This design comes from an exercise in tuning for a short achievable clock period and few clock cycles on the open sky130 flow, not from production work. At most, simulation tests tie the RTL to the original design; equivalence was not proved. The flow treats the clock pin as an ideal source, which a real chip does not have. Power figures rest on the tool's default switching activity, not on a simulated workload.

== main ==
Design rv32i_core, start of the top module:
module rv32i_core (
    input  logic Rst,
    input  logic Clk,
    output logic [31:0] imem_addr,
    input  logic [31:0] imem_rdata,
    output logic        dmem_re,
    output logic        dmem_we,
    output logic [1:0]  dmem_size,
    output logic [31:0] dmem_addr,
    output logic [31:0] dmem_wdata,
    input  logic [31:0] dmem_rdata,
    output logic        retire_valid,
    output logic [31:0] retire_pc,
    output logic        retire_we,
    output logic [4:0]  retire_rd,
    output logic [31:0] retire_wdata
);
Size in the first run: about 7100 cells after synthesis, ~2300 flip-flops, ~240 I/O pins, ~100000 um2 of cells after synthesis.
export LEC_CHECK = 0
export ABC_CLOCK_PERIOD_IN_PS = 3500
export CAP_MARGIN = 30
export CORE_MARGIN = 2
export CORE_UTILIZATION = 40
export GPL_TIMING_DRIVEN = 1
export SLEW_MARGIN = 20
create_clock -name core_clock -period 12.0 [get_ports {Clk}]
standard.sh (not shown) runs the stock make flow with config.mk's settings and CLKGATE_MAP_FILE= SYNTH_SCRIPT=/design/flow/synth_recipe.tcl, a recipe that flattens the netlist after the stock synthesis.
==> flow/flow/run.sh <==
#!/bin/bash
set -euo pipefail
export MOVE_PATTERNS='ret_* st_m* re_m* sz_m* sd_m*'
export SPLIT_CLOCK_PORT=Clk
export EXTRA_MARGINS='8.0 8.5 8.5'
bash standard.sh SETUP_SLACK_MARGIN=8.5 TNS_END_PERCENT=100 MATCH_CELL_FOOTPRINT=0 \
  POST_RESIZE_TCL=$PWD/flow/post_rsz.tcl POST_CTS_TCL=$PWD/flow/post_cts_split.tcl \
  finish > standard_flow.log 2>&1
Other scripts of this flow, unchanged in this note and not shown: flow/flow/post_cts_split.tcl, flow/flow/post_rsz.tcl
main finished every stage and its layout cleared the timing, DRC and antenna checks.
## Diff of input files: the feature branch against main
-- flow/design.v --
<<< main, line 36
    logic [31:0] a_e, b_e, sd_e;
    logic        fa_e, fb_e, fs_e, nf_e;
    logic        sub_e, sra_e;
    logic        s_add_e, s_sll_e, s_slt_e, s_sltu_e, s_xor_e, s_srx_e, s_or_e, s_and_e, s_link_e;
>>> the feature branch, line 36
    logic [31:0] a_e, b_e, sd_e;
    logic        fa_e, fb_e, fs_e, nf_e;
    logic        fan_e, fbn_e;       
    logic        sub_e, sra_e;
    logic        s_add_e, s_sll_e, s_slt_e, s_sltu_e, s_xor_e, s_srx_e, s_or_e, s_and_e, s_link_e;
<<< main, line 193
        a_e  <= (use1 && h1e) ? 32'd0 : is_auipc ? pc_d : is_lui ? 32'd0 : r1;
        fa_e <= use1 && h1e;
        nf_e <= !(use1 && h1e) && !(!use_imm && h2e) && !is_jalr;
        b_e  <= use_imm ? imm : h2e ? 32'd0 : r2;
        fb_e <= !use_imm && h2e;
        sd_e <= h2e ? 32'd0 : r2;
        fs_e <= is_st && h2e;
>>> the feature branch, line 194
        a_e  <= (use1 && h1e) ? 32'd0 : is_auipc ? pc_d : is_lui ? 32'd0 : r1;
        fa_e <= use1 && h1e;
        fan_e <= !(use1 && h1e);
        nf_e <= !(use1 && h1e) && !(!use_imm && h2e) && !is_jalr;
        b_e  <= use_imm ? imm : h2e ? 32'd0 : r2;
        fb_e <= !use_imm && h2e;
        fbn_e <= !(!use_imm && h2e);
        sd_e <= h2e ? 32'd0 : r2;
        fs_e <= is_st && h2e;
<<< main, line 225
    logic [32:0] sum33;
    logic [31:0] sum;
    assign sum33 = {a, 1'b1} + {b ^ {32{sub_e}}, sub_e};
    assign sum   = sum33[32:1];
    logic eqf, ltf, ltuf;
>>> the feature branch, line 228
    logic [32:0] sum33;
    logic [31:0] sum;
    logic [31:0] aa, ba;
    assign aa    = ({32{!fan_e}} & res_m) | a_e;
    assign ba    = ({32{!fbn_e}} & res_m) | b_e;
    assign sum33 = {aa, 1'b1} + {ba ^ {32{sub_e}}, sub_e};
    assign sum   = sum33[32:1];
    logic eqf, ltf, ltuf;
## What came out
Diff main -> the feature branch: power density over cell area -2.0 nW/um2, synthesized cell count up 1.1%, largest stage delay on the critical path lost 0.06 ns, static leakage power decreased 1.8%, required time of the critical path went down 0.09 ns.
Changes observed in the feature branch relative to main: clock network fraction of design power moved up; combined global-route utilization of all metal layers has remained practically unchanged; cell area shrank by 0.60%.
The number of vias after detailed routing of the feature branch exceeds that of main by 1.3%.
Of the two values seen for source of the critical timing path, fb_e was produced by main and fbn_e by the feature branch.
main consumes more power than the feature branch.
Slack of the critical path: the feature branch vs main up 0.19 ns
In the floorplan summary, the feature branch is listed with a die area greater than that of main.
Testbench counts of the feature branch, summed over its fixed seeds: cycles 838,294.
The RTL of main was laid out without a check of its function.

## lagoon
rv32i_core, a different RTL version from the one above (not shown whole).
For scale: about 7200 cells after synthesis, about 2300 flip-flops, about 240 I/O pins, ~100000 sq um of cells after synthesis.
clock: 12.0 ns
lec_check: 0
abc_clock_period_in_ps: 3500
cap_margin: 30
core_margin: 2
core_utilization: 40
gpl_timing_driven: 1
slew_margin: 20
==> flow/flow/run.sh <==
#!/bin/bash
set -euo pipefail
export MOVE_PATTERNS='ret_* st_m* re_m* sz_m* sd_m*'
export SPLIT_CLOCK_PORT=Clk
export EXTRA_MARGINS='8.0 8.5 8.5'
bash standard.sh SETUP_SLACK_MARGIN=8.5 TNS_END_PERCENT=100 MATCH_CELL_FOOTPRINT=0 \
  POST_RESIZE_TCL=$PWD/flow/post_rsz.tcl POST_CTS_TCL=$PWD/flow/post_cts_c.tcl \
  POST_GLOBAL_ROUTE_TCL=$PWD/flow/post_grt_c.tcl \
  finish > standard_flow.log 2>&1
Other scripts of this flow, unchanged in this note and not shown: flow/flow/post_cts_c.tcl, flow/flow/post_grt_c.tcl, flow/flow/post_rsz.tcl
--- input diff lagoon..yarrow ---
diff --git a/flow/design.v b/flow/design.v
--- a/flow/design.v
+++ b/flow/design.v
@@ -28,19 +28,18 @@
     logic [31:0] ir_d, pc_d;
     logic        pt_d;
     logic [GH:2] ptgt_d;
     logic [31:0] imm_d, timm_d;
     logic        v_e;
     logic [31:0] pc_e, pc4_e, tgt_e;
     logic [GH:2] ptgt_e;
     logic        pt_e;
     logic [31:0] a_e, b_e, sd_e;
-    logic [31:0] acn_e, bcn_e;       
     logic        fa_e, fb_e, fs_e, nf_e;
     logic        fan_e, fbn_e;       
     logic        sub_e, sra_e;
     logic        s_add_e, s_sll_e, s_slt_e, s_sltu_e, s_xor_e, s_srx_e, s_or_e, s_and_e, s_link_e;
     logic        is_br_e, is_jalr_e, is_ld_e, is_st_e, is_ctl_e, we_e;
     logic        c_eq_e, c_lt_e, c_ltu_e, c_inv_e;
     logic        force_tk_e, m_nt_e, sk_e;
     logic [4:0]  rd_e;
     logic [2:0]  f3_e;
@@ -186,24 +185,22 @@
         rd_e   <= rd;
         f3_e   <= f3;
         we_e   <= writes;
         is_br_e   <= is_br;
         is_jalr_e <= is_jalr;
         is_ld_e   <= is_ld;
         is_st_e   <= is_st;
         is_ctl_e  <= is_br | is_jal;
         a_e  <= (use1 && h1e) ? 32'd0 : is_auipc ? pc_d : is_lui ? 32'd0 : r1;
-        acn_e <= ~((use1 && h1e) ? 32'd0 : is_auipc ? pc_d : is_lui ? 32'd0 : r1);
         fa_e <= use1 && h1e;
         fan_e <= !(use1 && h1e);
         nf_e <= !(use1 && h1e) && !(!use_imm && h2e) && !is_jalr;
         b_e  <= use_imm ? imm : h2e ? 32'd0 : r2;
-        bcn_e <= ~(use_imm ? imm : h2e ? 32'd0 : r2);
         fb_e <= !use_imm && h2e;
         fbn_e <= !(!use_imm && h2e);
         sd_e <= h2e ? 32'd0 : r2;
         fs_e <= is_st && h2e;
         sub_e    <= (is_alur && f3 == 3'b000 && i30);
         sra_e    <= i30;
         s_add_e  <= !(is_alui | is_alur | is_jal | is_jalr) || ((is_alui | is_alur) && f3 == 3'b000);
         s_sll_e  <= (is_alui | is_alur) && f3 == 3'b001;
         s_slt_e  <= (is_alui | is_alur) && f3 == 3'b010;
@@ -229,31 +226,28 @@
     assign sd = ({32{fs_e}} & res_m) | sd_e;
     logic [32:0] sum33;
     logic [31:0] sum;
     logic [31:0] aa, ba;
     assign aa    = ({32{!fan_e}} & res_m) | a_e;
     assign ba    = ({32{!fbn_e}} & res_m) | b_e;
     assign sum33 = {aa, 1'b1} + {ba ^ {32{sub_e}}, sub_e};
     assign sum   = sum33[32:1];
     logic eqf, ltf, ltuf;
-    logic [31:0] ac, bc;
-    assign ac   = ~acn_e;
-    assign bc   = ~bcn_e;
-    assign eqf  = (ac == bc);
-    assign ltf  = ($signed(ac) < $signed(bc));
-    assign ltuf = (ac < bc);
+    assign eqf  = (a_e == b_e);
+    assign ltf  = ($signed(a_e) < $signed(b_e));
+    assign ltuf = (a_e < b_e);
     logic eq10, lt10, ltu10, eq01, lt01, ltu01;
-    assign eq10  = (res_m == bc);
-    assign lt10  = ($signed(res_m) < $signed(bc));
-    assign ltu10 = (res_m < bc);
-    assign eq01  = (ac == res_m);
-    assign lt01  = ($signed(ac) < $signed(res_m));
-    assign ltu01 = (ac < res_m);
+    assign eq10  = (res_m == b_e);
+    assign lt10  = ($signed(res_m) < $signed(b_e));
+    assign ltu10 = (res_m < b_e);
+    assign eq01  = (a_e == res_m);
+    assign lt01  = ($signed(a_e) < $signed(res_m));
+    assign ltu01 = (a_e < res_m);
     logic c00, c10, c01, c11;
     assign c00 = !fa_e && !fb_e;
     assign c10 =  fa_e && !fb_e;
     assign c01 = !fa_e &&  fb_e;
     assign c11 =  fa_e &&  fb_e;
     logic eq, lt, ltu;
     assign eq  = (c00 & eqf)  | (c10 & eq10)  | (c01 & eq01) | c11;
     assign lt  = (c00 & ltf)  | (c10 & lt10)  | (c01 & lt01);
     assign ltu = (c00 & ltuf) | (c10 & ltu10) | (c01 & ltu01);
Run comparison: lagoon end point of the critical path pcx_f[11]; yarrow end point of the critical path ia_f[2]
Arrival time of the worst setup path in yarrow is 160 ps lower than in lagoon
Compared with lagoon, yarrow shows a lower worst ir drop on vdd.
Between lagoon and yarrow, the flow reports routed wire length per instance increasing slightly.
Wire length of yarrow falls short of that of lagoon slightly.
On worst-case setup margin in the final layout: yarrow sits above lagoon.
The higher total standard cell area after synthesis of yarrow and lagoon is in lagoon.
Across both runs, die area was lower for yarrow than for lagoon.
yarrow vs. lagoon: overall power consumption -2.6%; cell count along the critical path +2; post-synth net total -101; final number of max-transition violations ~0 delta.
Testbench counts of yarrow, summed over its fixed seeds: cycles 838,294.
Only the layout flow was run in lagoon; the RTL was not checked for function there.

-- re-timing with driven ports --
In the flow no input, the clock included, has a driving cell. The finished layouts below were timed again as built, in two steps. Step 1 assumes that a clkbuf_16 drives the clock port and a buf_2 every other input. Step 2 moves the port delays by t, midway between the first and last clock arrival at a register: inputs arrive t later, outputs are due t later. That takes back most of the time a late clock gives input paths. Three values: ideal, step 1, step 2; two values: the first two.
| run | shift t [ns] | setup slack, ns | worst setup path after step 2 | worst register clock-pin slew, ns | worst slew at a driven data input, ns |
|---|---|---|---|---|---|
| main | 0.853 | 8.122 / 8.122 / 7.682 | input to register | 0.08 / 0.08 | 0.24 |
| the feature branch | 0.846 | 8.310 / 8.264 / 7.678 | input to register | 0.07 / 0.07 | 0.18 |
| lagoon | 0.853 | 8.193 / 8.193 / 7.650 | input to register | 0.07 / 0.07 | 0.21 |
| yarrow | 0.865 | 8.345 / 8.210 / 7.669 | input to register | 0.07 / 0.07 | 0.21 |
After both steps setup and hold are still met in every run listed. The setup slack of yarrow, which loses most, moves by -0.135 ns with the drivers and by -0.676 ns with both steps.
